Background: an optimization exercise with open tools, aiming at small area, a short achievable clock period and few clock cycles per item. Do not read the settings as production practice.
RTL that was checked went through simulation tests only; none was proved equivalent to the original.
No activity file was given, so power comes from the tool's default toggle rates.

==> flow/design.v <==
`timescale 1ns / 1ps
`default_nettype none
module Final_p(quotient, remainder, done, rowk, columnk, equal, clk, rst);
output [15:0] quotient, remainder;
output done;
input equal, clk, rst;
input [3:0] rowk, columnk;
function [4:0] add5;
	input [4:0] x;
	input [4:0] k;
	integer v;
	begin
		add5 = 5'd0;
		for (v = 0; v < 32; v = v + 1)
			if (x == v)
				add5 = v + k;
	end
endfunction
wire row_ok = (rowk == 4'd1) | (rowk == 4'd2) | (rowk == 4'd4) | (rowk == 4'd8);
wire col_ok = (columnk == 4'd1) | (columnk == 4'd2) | (columnk == 4'd4) | (columnk == 4'd8);
wire kv = row_ok & col_ok;
wire [3:0] d;
assign d[3] = rowk[3] | (rowk[2] & ~columnk[1]) | (rowk[1] & columnk[3]);
assign d[2] = rowk[3] | (rowk[1] & ~columnk[3]) | (rowk[0] & columnk[3]);
assign d[1] = ((rowk[3] | rowk[2]) & (columnk[3] | columnk[2])) |
              ((rowk[1] | rowk[0]) & (columnk[2] | columnk[1]));
assign d[0] = (rowk[3] & (columnk[3] | columnk[1])) | (rowk[2] & (columnk[3] | columnk[0])) |
              ((rowk[1] | rowk[0]) & (columnk[2] | columnk[0]));
reg prev_kv;
wire press = kv & ~prev_kv;
reg [2:0] cnt;		 
reg full;		 
reg [15:0] r;		 
reg [15:0] dv;		 
reg [15:0] q;		 
reg [4:0] p;		 
reg nz;			 
wire dnz = (d != 4'd0);
wire first = (cnt == 3'd4);
wire last = (cnt == 3'd7);
wire nzp = nz & ~first;					 
wire [3:0] nd = d[3] ? d : d[2] ? {d[2:0], 1'b0} : d[1] ? {d[1:0], 2'b0} : {d[0], 3'b0};
wire [4:0] pm1 = add5(p, 5'd31);
wire [4:0] pm2 = add5(p, 5'd30);
wire [4:0] pm3 = add5(p, 5'd29);
wire [4:0] pm4 = add5(p, 5'd28);
wire [4:0] pl = d[3] ? pm4 : d[2] ? pm3 : d[1] ? pm2 : pm1;
reg [4:0] pa;
always @(*) begin
	case ({cnt[1:0], d[3], d[2], d[1]})
		5'b00100, 5'b00101, 5'b00110, 5'b00111: pa = 5'd12;
		5'b00010, 5'b00011: pa = 5'd11;
		5'b00001: pa = 5'd10;
		5'b00000: pa = 5'd9;
		5'b01100, 5'b01101, 5'b01110, 5'b01111: pa = 5'd8;
		5'b01010, 5'b01011: pa = 5'd7;
		5'b01001: pa = 5'd6;
		5'b01000: pa = 5'd5;
		5'b10100, 5'b10101, 5'b10110, 5'b10111: pa = 5'd4;
		5'b10010, 5'b10011: pa = 5'd3;
		5'b10001: pa = 5'd2;
		5'b10000: pa = 5'd1;
		5'b11100, 5'b11101, 5'b11110, 5'b11111: pa = 5'd0;
		5'b11010, 5'b11011: pa = 5'd31;
		5'b11001: pa = 5'd30;
		default: pa = 5'd29;
	endcase
end
wire [3:0] val = nzp ? d : nd;
wire [6:0] t = {3'b000, val} << p[1:0];
wire [4:0] nib;				 
assign nib[0] = (p[4:2] == 3'b111);
assign nib[1] = (p[4:2] == 3'b000);
assign nib[2] = (p[4:2] == 3'b001);
assign nib[3] = (p[4:2] == 3'b010);
assign nib[4] = (p[4:2] == 3'b011);
wire [15:0] placed;
genvar gi;
generate
	for (gi = 0; gi < 16; gi = gi + 1) begin : pl_bits
		if (gi % 4 == 3) begin : hi
			assign placed[gi] = nib[gi / 4 + 1] & t[3];
		end
		else begin : lo
			assign placed[gi] = (nib[gi / 4 + 1] & t[gi % 4]) | (nib[gi / 4] & t[gi % 4 + 4]);
		end
	end
endgenerate
wire run = ~((p[4:2] == 3'b011) | (p[4:2] == 3'b100) | (p[4:2] == 3'b101) | (p[4:2] == 3'b110));
reg busy;
wire step = full & busy & run;
wire [16:0] diff = {1'b0, r} - {1'b0, dv};
wire ge = ~diff[16];
assign done = equal & full & ~busy;
assign quotient = q;
assign remainder = r;
always @(posedge clk or posedge rst) begin
	if (rst) begin
		prev_kv <= 1'b0;
		cnt <= 3'd0;
		full <= 1'b0;
	end
	else begin
		prev_kv <= kv;
		if (press) begin
			cnt <= {cnt[2] ^ (cnt[1] & cnt[0]), cnt[1] ^ cnt[0], ~cnt[0]};
			full <= last;
		end
	end
end
always @(posedge clk) begin
	if (press & ~cnt[2])
		r <= {r[11:0], d};
	else if (step & ge)
		r <= diff[15:0];
	if ((press & cnt[2]) | step)
		dv <= cnt[2] ? ((first ? 16'd0 : dv) | placed) : {1'b0, dv[15:1]};
	if (cnt[2] | step | (full & ~nz))
		q <= cnt[2] ? 16'd0 : nz ? {q[14:0], ge} : 16'hFFFF;
	if (press & last)
		busy <= nzp | dnz;
	else if (full)
		busy <= busy & run & (p != 5'b11100);
	if (press) begin
		if (~cnt[2]) begin
			if (cnt[1:0] == 2'd0)
				p <= dnz ? pa : 5'b11100;
			else if (~nz & dnz)
				p <= pa;
			nz <= (nz & (cnt[1:0] != 2'd0)) | dnz;
		end
		else begin
			nz <= nzp | dnz;
			if (nzp)
				p <= pm4;
			else if (dnz)
				p <= pl;
		end
	end
	else if (step)
		p <= pm1;
end
endmodule
`default_nettype wire
==> flow/config.mk <==
export PLATFORM = sky130hd
export DESIGN_NAME = Final_p
export DESIGN_NICKNAME = Final_p
export VERILOG_FILES = /design/flow/design.v
export SDC_FILE = /design/flow/constraint.sdc
export NUM_CORES = 4
export LEC_CHECK = 0
export CAP_MARGIN = 20
export CORE_MARGIN = 2
export CORE_UTILIZATION = 40
export CTS_BUF_LIST = sky130_fd_sc_hd__clkbuf_8
export CTS_CLUSTER_DIAMETER = 200
export CTS_CLUSTER_SIZE = 40
export SETUP_SLACK_MARGIN = 1.5
export SLEW_MARGIN = 20
==> flow/constraint.sdc <==
create_clock -name core_clock -period 4.0 [get_ports {clk}]
set_input_delay 0.8000 -clock core_clock [delete_from_list [all_inputs] [get_ports {clk}]]
set_output_delay 0.8000 -clock core_clock [all_outputs]
set_load 0.01 [all_outputs]
standard.sh (not shown) runs the stock make flow with config.mk's settings and CLKGATE_MAP_FILE= SYNTH_SCRIPT=/design/flow/synth_recipe.tcl, a recipe that flattens the netlist after the stock synthesis.
==> flow/flow/run.sh <==
#!/bin/bash
# Standard ORFS layout, with plain buffers on the ports and the resizer free to
# swap any cell for another of the same function.
set -u
bash standard.sh finish \
  'BUFFER_PORTS_ARGS=-buffer_cell sky130_fd_sc_hd__buf_1' \
  MATCH_CELL_FOOTPRINT=0 > standard.log 2>&1
Rerun with:
--- a/flow/design.v
+++ b/flow/design.v
@@ -1,6 +1,5 @@
 `timescale 1ns / 1ps
-`default_nettype none
 module Final_p(quotient, remainder, done, rowk, columnk, equal, clk, rst);
 output [15:0] quotient, remainder;
 output done;
 input equal, clk, rst;
@@ -43,9 +42,13 @@
 wire [4:0] pm1 = add5(p, 5'd31);
 wire [4:0] pm2 = add5(p, 5'd30);
 wire [4:0] pm3 = add5(p, 5'd29);
 wire [4:0] pm4 = add5(p, 5'd28);
-wire [4:0] pl = d[3] ? pm4 : d[2] ? pm3 : d[1] ? pm2 : pm1;
+wire [4:0] pp1 = add5(p, 5'd1);
+wire [4:0] pp2 = add5(p, 5'd2);
+wire [4:0] pp3 = add5(p, 5'd3);
+wire [4:0] pl = last ? (d[3] ? p : d[2] ? pp1 : d[1] ? pp2 : pp3)
+                     : (d[3] ? pm4 : d[2] ? pm3 : d[1] ? pm2 : pm1);
 reg [4:0] pa;
 always @(*) begin
 	case ({cnt[1:0], d[3], d[2], d[1]})
 		5'b00100, 5'b00101, 5'b00110, 5'b00111: pa = 5'd12;
@@ -65,34 +68,22 @@
 		5'b11001: pa = 5'd30;
 		default: pa = 5'd29;
 	endcase
 end
-wire [3:0] val = nzp ? d : nd;
-wire [6:0] t = {3'b000, val} << p[1:0];
-wire [4:0] nib;				 
-assign nib[0] = (p[4:2] == 3'b111);
-assign nib[1] = (p[4:2] == 3'b000);
-assign nib[2] = (p[4:2] == 3'b001);
-assign nib[3] = (p[4:2] == 3'b010);
-assign nib[4] = (p[4:2] == 3'b011);
-wire [15:0] placed;
-genvar gi;
-generate
-	for (gi = 0; gi < 16; gi = gi + 1) begin : pl_bits
-		if (gi % 4 == 3) begin : hi
-			assign placed[gi] = nib[gi / 4 + 1] & t[3];
-		end
-		else begin : lo
-			assign placed[gi] = (nib[gi / 4 + 1] & t[gi % 4]) | (nib[gi / 4] & t[gi % 4 + 4]);
-		end
-	end
-endgenerate
-wire run = ~((p[4:2] == 3'b011) | (p[4:2] == 3'b100) | (p[4:2] == 3'b101) | (p[4:2] == 3'b110));
-reg busy;
-wire step = full & busy & run;
+reg [15:0] placed;
+integer i, j;
+always @(*) begin
+	placed = 16'd0;
+	for (i = 0; i < 16; i = i + 1)
+		for (j = 0; j < 4; j = j + 1)
+			if (p == ((i - j) & 31))
+				placed[i] = placed[i] | (nzp ? d[j] : nd[j]);
+end
+wire run = nz & ~p[4];
+wire step = full & run;
 wire [16:0] diff = {1'b0, r} - {1'b0, dv};
 wire ge = ~diff[16];
-assign done = equal & full & ~busy;
+assign done = equal & full & ~run;
 assign quotient = q;
 assign remainder = r;
 always @(posedge clk or posedge rst) begin
 	if (rst) begin
@@ -114,14 +105,10 @@
 	else if (step & ge)
 		r <= diff[15:0];
 	if ((press & cnt[2]) | step)
 		dv <= cnt[2] ? ((first ? 16'd0 : dv) | placed) : {1'b0, dv[15:1]};
-	if (cnt[2] | step | (full & ~nz))
-		q <= cnt[2] ? 16'd0 : nz ? {q[14:0], ge} : 16'hFFFF;
-	if (press & last)
-		busy <= nzp | dnz;
-	else if (full)
-		busy <= busy & run & (p != 5'b11100);
+	if ((press & last) | step)
+		q <= cnt[2] ? {16{~(nzp | dnz)}} : {q[14:0], ge};
 	if (press) begin
 		if (~cnt[2]) begin
 			if (cnt[1:0] == 2'd0)
 				p <= dnz ? pa : 5'b11100;
@@ -131,14 +118,13 @@
 		end
 		else begin
 			nz <= nzp | dnz;
 			if (nzp)
-				p <= pm4;
+				p <= last ? p : pm4;
 			else if (dnz)
 				p <= pl;
 		end
 	end
 	else if (step)
 		p <= pm1;
 end
 endmodule
-`default_nettype wire
Outcome:
- synthesized cell count grows by 20%
- setup slack gains 0.11 ns
- non-clock buffer count grows by 30
- cell count grows by 22%
- sequential cell count shrinks by 1
- via count grows by 25%
- critical path depth shrinks by 2
- area after synthesis grows by 14%
- maximum frequency grows by about 4.3%
- combinational power grows by 20%
- sequential share of layout area shrinks by 6.2 points
- wire length grows by 34%
- total power grows by 8.4%
Testbench counts after the change, summed over its fixed seeds: cycles 9,363, divisions 1,600.
Function not checked in the first run of this note: the RTL went through the layout flow alone.

==> static timing again, ports no longer ideal <==
In the flow no input, the clock included, has a driving cell. The finished layouts below were timed again as built, in two steps.
Step 1: set_driving_cell puts a clkbuf_16 on clk and a buf_2 on each other input, an assumption about the parent block.
Step 2 times the ports against the registers' clock, not the clock port: input delays grow and output delays shrink by t, the midpoint of the rising clock arrivals with the driver on.
Slacks: no drivers / after step 1 / after step 2; pairs: no drivers / after step 1.
| run | t (ns) | setup WS [ns] | hold WS [ns] |
|---|---|---|---|
| the first run | 0.376 | 1.317 / 1.317 / 1.205 | 0.336 / 0.322 / 0.548 |
| the second run | 0.384 | 1.428 / 1.435 / 1.052 | 0.381 / 0.367 / 0.591 |
After both steps setup and hold are still met in every run listed. The setup slack of the second run, which loses most, moves by +0.007 ns with the drivers and by -0.376 ns with both steps.
